From an optimization exercise on the open Yosys and OpenROAD flow, aimed at small area; shortcuts taken in it are not production practice. In this exercise RTL edits were held to simulation tests only and were not proved equivalent to the original. No driver is modelled on the clock port, so clocking that relies on it looks cheaper here than on a real chip. Power figures rest on the tool's default switching activity, not on a simulated workload.

## try-maple
## sd_slv_top
module sd_slv_top(CLK, rst, CMD_i, CMD_o, CMD_oe, DATA_o, DATA_oe);
  input        CLK;
  input        rst;
  input        CMD_i;   
  output       CMD_o;   
  output       CMD_oe;  
  output [3:0] DATA_o;  
  output [3:0] DATA_oe; 
  wire         CMD;     
  wire  [ 5:0] ind;
  wire         ok;
  wire  [ 3:0] cmd_c;
  wire      e_acmd_41;
  wire         size;
  wire         rsp_end;
  wire         crc_clrq;
  wire         cmd_inq2;
  wire         crc_calc_enq;
  wire   [6:0] crc_clac;
  wire         rsp_oe;
  wire         rsp_od;
  wire         rsp_oe1;
  wire         rsp_od1;
  wire         crc_calc;
  wire         rsp_clrq;
  wire         rca_ok;
  wire [  9:0] blk_len_by;
  wire [  1:0] bus_width;
  wire [  2:0] c_state;
  wire [  9:0] start_add_q;
  wire       clr_mx;
  wire       din_mx;
  wire       cen_mx;
  wire       ind_clr;
  wire [3:0] rsp_sel =
    (cmd_c == 4'd10) ? (rca_ok ? 4'd0 : 4'd1) :
    (cmd_c == 4'd9 ) ? (rca_ok ? 4'd9 : 4'd1) :
    cmd_c;
  wire start_rsp = cmd_c != 4'd1;
  assign CMD    = rsp_oe1 ? rsp_od1 : CMD_i;
  assign CMD_o  = rsp_od1;
  assign CMD_oe = rsp_oe1;
  sd_slv_cmr u_cmr (
    .rst(rst),
    .clk(CLK),
    .cmd_in(CMD),
    .ind_clr(ind_clr),
    .size(size ),
    .ind(ind),
    .ok (ok ),
    .rsp_end(rsp_end),
    .acmd_06(cmd_c == 4'd4),
    .crc_clrq(crc_clrq),
    .cmd_inq2(cmd_inq2),
    .crc_calc_enq(crc_calc_enq),
    .crc_clac(crc_clac),
    .rca_ok(rca_ok),
    .cmd_16     (cmd_c == 4'd6),
    .cmd_17     (cmd_c == 4'd7),
    .blk_len_by (blk_len_by ),
    .bus_width  (bus_width  ),
    .start_add_q(start_add_q)
  );
  sd_slv_fsm u_fsm (
    .rst(rst),
    .clk(CLK),
    .ind(ind),
    .ok (ok ),
    .clr(clr_mx),
    .rsp_end(rsp_end),
    .rca_ok(rca_ok),
    .cmd_c(cmd_c),
    .e_acmd_41(e_acmd_41),
    .size(size),
    .c_state(c_state)
  );
  sd_slv_rsp u_rsp (
    .rst(rst),
    .clk(CLK),
    .sel (rsp_sel ),
    .cst (c_state ),
    .size(size),
    .crc  (crc_clac ),
    .start(start_rsp),
    .cmd_od (rsp_od ),
    .cmd_oe (rsp_oe ),
    .cmd_od1(rsp_od1),
    .cmd_oe1(rsp_oe1),
    .crc_calc(crc_calc),
    .crc_clrq(rsp_clrq),
    .ind_clr (ind_clr)
  );
  assign clr_mx=rsp_oe ? rsp_clrq : crc_clrq;
  assign din_mx=rsp_oe ? rsp_od   : cmd_inq2;
  assign cen_mx=rsp_oe ? crc_calc : crc_calc_enq;
  sd_slv_cr7 u_crc7 (
    .rst(rst),  
  ...
Size: about 13 I/O pins, about 0.0095 mm^2 of cells after synthesis.
Settings: LEC_CHECK=0, CAP_MARGIN=20, CORE_MARGIN=2, CORE_UTILIZATION=70, PLACE_DENSITY=0.85, SLEW_MARGIN=20; clock period 10.0 ns.
standard.sh (not shown) runs the stock make flow with config.mk's settings and CLKGATE_MAP_FILE= SYNTH_SCRIPT=/design/flow/synth_recipe.tcl, a recipe that flattens the netlist after the stock synthesis.
==> flow/flow/run.sh <==
#!/bin/bash
# Own flow: the standard layout (standard.sh) with three changes.
# 1. After the standard synthesis, the combinational logic is optimised and
#    mapped again by Yosys/ABC for area (reopt.tcl). The flip-flops are left
#    exactly as the standard synthesis made them: same instances, names and
#    cells. The new netlist is used only if Yosys proves it equivalent to the
#    standard one (reopt_equiv.tcl); otherwise the standard netlist is kept.
# 2. The clock tree is built without dummy load cells, with a clkbuf_8 root
#    and clkbuf_16 sink buffers over clusters of up to 30 registers within
#    100 um (CTS_ARGS replaces ORFS's clock_tree_synthesis arguments).
# 3. The port buffers are the smallest buffer (BUFFER_PORTS_ARGS).
# Each tool's output goes to a log of its own in the work folder.
set -euo pipefail
export CTS_ARGS="-sink_clustering_enable -repair_clock_nets -sink_clustering_size 30 -sink_clustering_max_diameter 100 -dont_use_dummy_load -root_buf sky130_fd_sc_hd__clkbuf_8 -sink_clustering_buffer sky130_fd_sc_hd__clkbuf_16"
export BUFFER_PORTS_ARGS="-buffer_cell sky130_fd_sc_hd__buf_1"

bash standard.sh synth > synth.log 2>&1

R=orfs/results/sky130hd/sd_slv_top/base
cp "$R/1_2_yosys.v" 1_2_yosys_standard.v
YOSYS=yosys
if [[ -x "$FLOW_HOME/../tools/install/yosys/bin/yosys" ]]; then
  YOSYS="$FLOW_HOME/../tools/install/yosys/bin/yosys"
fi
export REOPT_LIB="$FLOW_HOME/platforms/sky130hd/lib/sky130_fd_sc_hd__tt_025C_1v80.lib"
export REOPT_SCRIPT="$PWD/flow/reopt.abc"
export REOPT_IN=1_2_yosys_standard.v
export REOPT_OUT=1_2_yosys_reopt.v
if "$YOSYS" -c flow/reopt.tcl > reopt.log 2>&1 &&
   "$YOSYS" -c flow/reopt_equiv.tcl > reopt_equiv.log 2>&1; then
  echo "using the re-optimised netlist" > reopt_result.txt
  cp 1_2_yosys_reopt.v "$R/1_2_yosys.v"
  rm -f "$R/1_synth.odb" "$R/1_synth.sdc"
else
  echo "keeping the standard netlist" > reopt_result.txt
fi

bash standard.sh > standard.log 2>&1
==> flow/flow/reopt.abc <==
strash
&get -n
&deepsyn -T 180
&put
&get -n
&dch -f
&nf -R 1000
&put
==> flow/flow/reopt.tcl <==
# Map the combinational logic of the standard synthesis again, for area.
# The flip-flop cells are read as black boxes, so they and their names stay
# as they are; every other cell is read as its Liberty function and mapped
# again by ABC, without the platform's don't-use cells.
yosys -import
set lib $::env(REOPT_LIB)
set dont_use {
  sky130_fd_sc_hd__probe_p_8 sky130_fd_sc_hd__probec_p_8
  sky130_fd_sc_hd__lpflow_bleeder_1
  sky130_fd_sc_hd__lpflow_clkbufkapwr_1 sky130_fd_sc_hd__lpflow_clkbufkapwr_16
  sky130_fd_sc_hd__lpflow_clkbufkapwr_2 sky130_fd_sc_hd__lpflow_clkbufkapwr_4
  sky130_fd_sc_hd__lpflow_clkbufkapwr_8
  sky130_fd_sc_hd__lpflow_clkinvkapwr_1 sky130_fd_sc_hd__lpflow_clkinvkapwr_16
  sky130_fd_sc_hd__lpflow_clkinvkapwr_2 sky130_fd_sc_hd__lpflow_clkinvkapwr_4
  sky130_fd_sc_hd__lpflow_clkinvkapwr_8
  sky130_fd_sc_hd__lpflow_decapkapwr_12 sky130_fd_sc_hd__lpflow_decapkapwr_3
  sky130_fd_sc_hd__lpflow_decapkapwr_4 sky130_fd_sc_hd__lpflow_decapkapwr_6
  sky130_fd_sc_hd__lpflow_decapkapwr_8
  sky130_fd_sc_hd__lpflow_inputiso0n_1 sky130_fd_sc_hd__lpflow_inputiso0p_1
  sky130_fd_sc_hd__lpflow_inputiso1n_1 sky130_fd_sc_hd__lpflow_inputiso1p_1
  sky130_fd_sc_hd__lpflow_inputisolatch_1
  sky130_fd_sc_hd__lpflow_isobufsrc_1 sky130_fd_sc_hd__lpflow_isobufsrc_16
  sky130_fd_sc_hd__lpflow_isobufsrc_2 sky130_fd_sc_hd__lpflow_isobufsrc_4
  sky130_fd_sc_hd__lpflow_isobufsrc_8 sky130_fd_sc_hd__lpflow_isobufsrckapwr_16
  sky130_fd_sc_hd__lpflow_lsbuf_lh_hl_isowell_tap_1
  sky130_fd_sc_hd__lpflow_lsbuf_lh_hl_isowell_tap_2
  sky130_fd_sc_hd__lpflow_lsbuf_lh_hl_isowell_tap_4
  sky130_fd_sc_hd__lpflow_lsbuf_lh_isowell_4
  sky130_fd_sc_hd__lpflow_lsbuf_lh_isowell_tap_1
  sky130_fd_sc_hd__lpflow_lsbuf_lh_isowell_tap_2
  sky130_fd_sc_hd__lpflow_lsbuf_lh_isowell_tap_4
}
set du_args {}
foreach c $dont_use { lappend du_args -dont_use $c }

read_liberty -ignore_miss_func $lib
blackbox sky130_fd_sc_hd__df* sky130_fd_sc_hd__edf* sky130_fd_sc_hd__sdf* sky130_fd_sc_hd__dl* sky130_fd_sc_hd__conb_1
read_verilog $::env(REOPT_IN)
hierarchy -top sd_slv_top
tee -o reopt_stat_before.txt stat -liberty $lib
flatten
opt_clean
# the cells ABC places need their interfaces
read_liberty -lib -overwrite -ignore_miss_func $lib
abc -liberty $lib {*}$du_args -script $::env(REOPT_SCRIPT)
opt_clean -purge
setundef -zero
splitnets
opt_clean -purge
hilomap -singleton -hicell sky130_fd_sc_hd__conb_1 HI -locell sky130_fd_sc_hd__conb_1 LO
insbuf -buf sky130_fd_sc_hd__buf_4 A X
hierarchy -top sd_slv_top
check -assert -mapped
tee -o reopt_stat_after.txt stat -liberty $lib
write_verilog -noattr -nohex -nodec $::env(REOPT_OUT)
==> flow/flow/reopt_equiv.tcl <==
# Prove the re-optimised netlist equivalent to the standard one: both read
# with the cells' Liberty functions, registers paired by their (unchanged)
# instance names, the auto-named internal nets hidden so only real names pair.
yosys -import
read_liberty -ignore_miss_func $::env(REOPT_LIB)
read_verilog $::env(REOPT_IN)
yosys rename sd_slv_top gold
read_verilog $::env(REOPT_OUT)
yosys rename sd_slv_top gate
flatten gold gate
opt_clean gold gate
yosys rename -hide gold/w:_* gate/w:_*
async2sync
equiv_make gold gate equiv
hierarchy -top equiv
equiv_simple -seq 2 equiv
equiv_induct equiv
equiv_status -assert equiv
#### Input delta (try-pepper over try-maple)
--- a/flow/config.mk
+++ b/flow/config.mk
@@ -10,0 +11 @@
+export GPL_TIMING_DRIVEN = 0
### Flow results
Lower number of buffers outside the clock class in the layout was reported by try-maple, not try-pepper.
~same sequential power in try-pepper and try-maple
Diff try-maple -> try-pepper: final standard cell utilization of the core went up by 0.59 points, number of cells on the worst reg-to-reg path lower, maximum frequency decreased about 6%.
As far as total number of placement rows goes, try-pepper and try-maple are indistinguishable; the numbers are identical.
The hold slack was comparable across try-pepper and try-maple.
Both conditions hold for try-pepper: the flow ran to the end and the final layout passed the timing, DRC and antenna checks.
try-pepper vs. try-maple: final cell count did not really move, least setup slack across all paths after layout saw a decrease, transition time at the pin with the least slew margin saw an increase, non-clock buffer share of cell area rose by 0.73 points.
Relative to try-pepper, the following input files were edited for try-quartz:
==> flow/flow/run.sh <==
#!/bin/bash
# Own flow: the standard layout (standard.sh) with three changes.
# 1. After the standard synthesis, the combinational logic is mapped again
#    by Yosys/ABC for area (reopt.tcl). The flip-flops are left exactly as
#    the standard synthesis made them: same instances, names and cells.
# 2. The clock tree is built without dummy load cells, with sink clusters of
#    up to 30 registers within 100 um (CTS_ARGS replaces ORFS's
#    clock_tree_synthesis arguments).
# 3. The port buffers are the smallest buffer (BUFFER_PORTS_ARGS).
# Each tool's output goes to a log of its own in the work folder.
set -euo pipefail
export CTS_ARGS="-sink_clustering_enable -repair_clock_nets -sink_clustering_size 30 -sink_clustering_max_diameter 100 -dont_use_dummy_load -root_buf sky130_fd_sc_hd__clkbuf_8 -sink_clustering_buffer sky130_fd_sc_hd__clkbuf_16"
export BUFFER_PORTS_ARGS="-buffer_cell sky130_fd_sc_hd__buf_1"

bash standard.sh synth > synth.log 2>&1

R=orfs/results/sky130hd/sd_slv_top/base
cp "$R/1_2_yosys.v" 1_2_yosys_standard.v
YOSYS=yosys
if [[ -x "$FLOW_HOME/../tools/install/yosys/bin/yosys" ]]; then
  YOSYS="$FLOW_HOME/../tools/install/yosys/bin/yosys"
fi
export REOPT_LIB="$FLOW_HOME/platforms/sky130hd/lib/sky130_fd_sc_hd__tt_025C_1v80.lib"
export REOPT_IN=1_2_yosys_standard.v
export REOPT_OUT=1_2_yosys_reopt.v
"$YOSYS" -c flow/reopt.tcl > reopt.log 2>&1
cp 1_2_yosys_reopt.v "$R/1_2_yosys.v"
rm -f "$R/1_synth.odb" "$R/1_synth.sdc"

bash standard.sh > standard.log 2>&1
--- a/flow/flow/reopt.tcl
+++ b/flow/flow/reopt.tcl
@@ -45 +45 @@
-abc -liberty $lib {*}$du_args -script $::env(REOPT_SCRIPT)
+abc -liberty $lib {*}$du_args
--- a/flow/config.mk
+++ b/flow/config.mk
@@ -11 +10,0 @@
-export GPL_TIMING_DRIVEN = 0
removed: flow/flow/reopt.abc
removed: flow/flow/reopt_equiv.tcl
--- outcome ---
Relative to try-pepper, try-quartz improves minimum setup slack in the final design.
Post-layout minimum cycle time: higher on try-pepper
From try-pepper to try-quartz the numbers moved as follows: standard cell core area now sits higher; final-stage net count now sits higher.
Sort try-quartz and try-pepper by post-route clock period utilization asc -> top: try-quartz
try-quartz against try-pepper; final weighted congestion in routability-driven placement is down by a few percent.
try-pepper has a lower clock share of power than try-quartz.
Diff try-quartz and try-pepper: share of post-route cells with drive strength above 1 lower in try-quartz
Compared try-quartz vs try-pepper, and count of TritonRoute iterations in the first routing pass is up in try-quartz.
Looking at wire length of the first global-routing pass, try-quartz sits 2000 um below try-pepper.

[what the ideal ports hide]
Ports are ideal in the flow. The routed layouts listed here were re-timed in OpenROAD. Step 1 (the two cells are an assumption about what drives the block):
set clk [get_ports {CLK}]
set_driving_cell -lib_cell sky130_fd_sc_hd__clkbuf_16 $clk
set_driving_cell -lib_cell sky130_fd_sc_hd__buf_2 [delete_from_list [all_inputs] $clk]
Step 2 times the ports against the registers' clock, not the clock port: input delays grow and output delays shrink by t, the midpoint of the rising clock arrivals with the driver on. a / b / c = ideal / step 1 / step 2; a / b = the first two.
run | t, ns | setup WS [ns] | clock arrival spread, ns | slew at the worst register clock pin (ns)
try-maple | 0.511 | 6.464 / 6.428 / 6.682 | 0.058 / 0.058 | 0.11 / 0.11
try-pepper | 0.519 | 6.230 / 6.191 / 6.643 | 0.083 / 0.082 | 0.12 / 0.12
try-quartz | 0.524 | 6.451 / 6.410 / 6.689 | 0.061 / 0.061 | 0.11 / 0.11
After both steps setup and hold are still met in every run listed. Setup slack includes reset recovery checks.
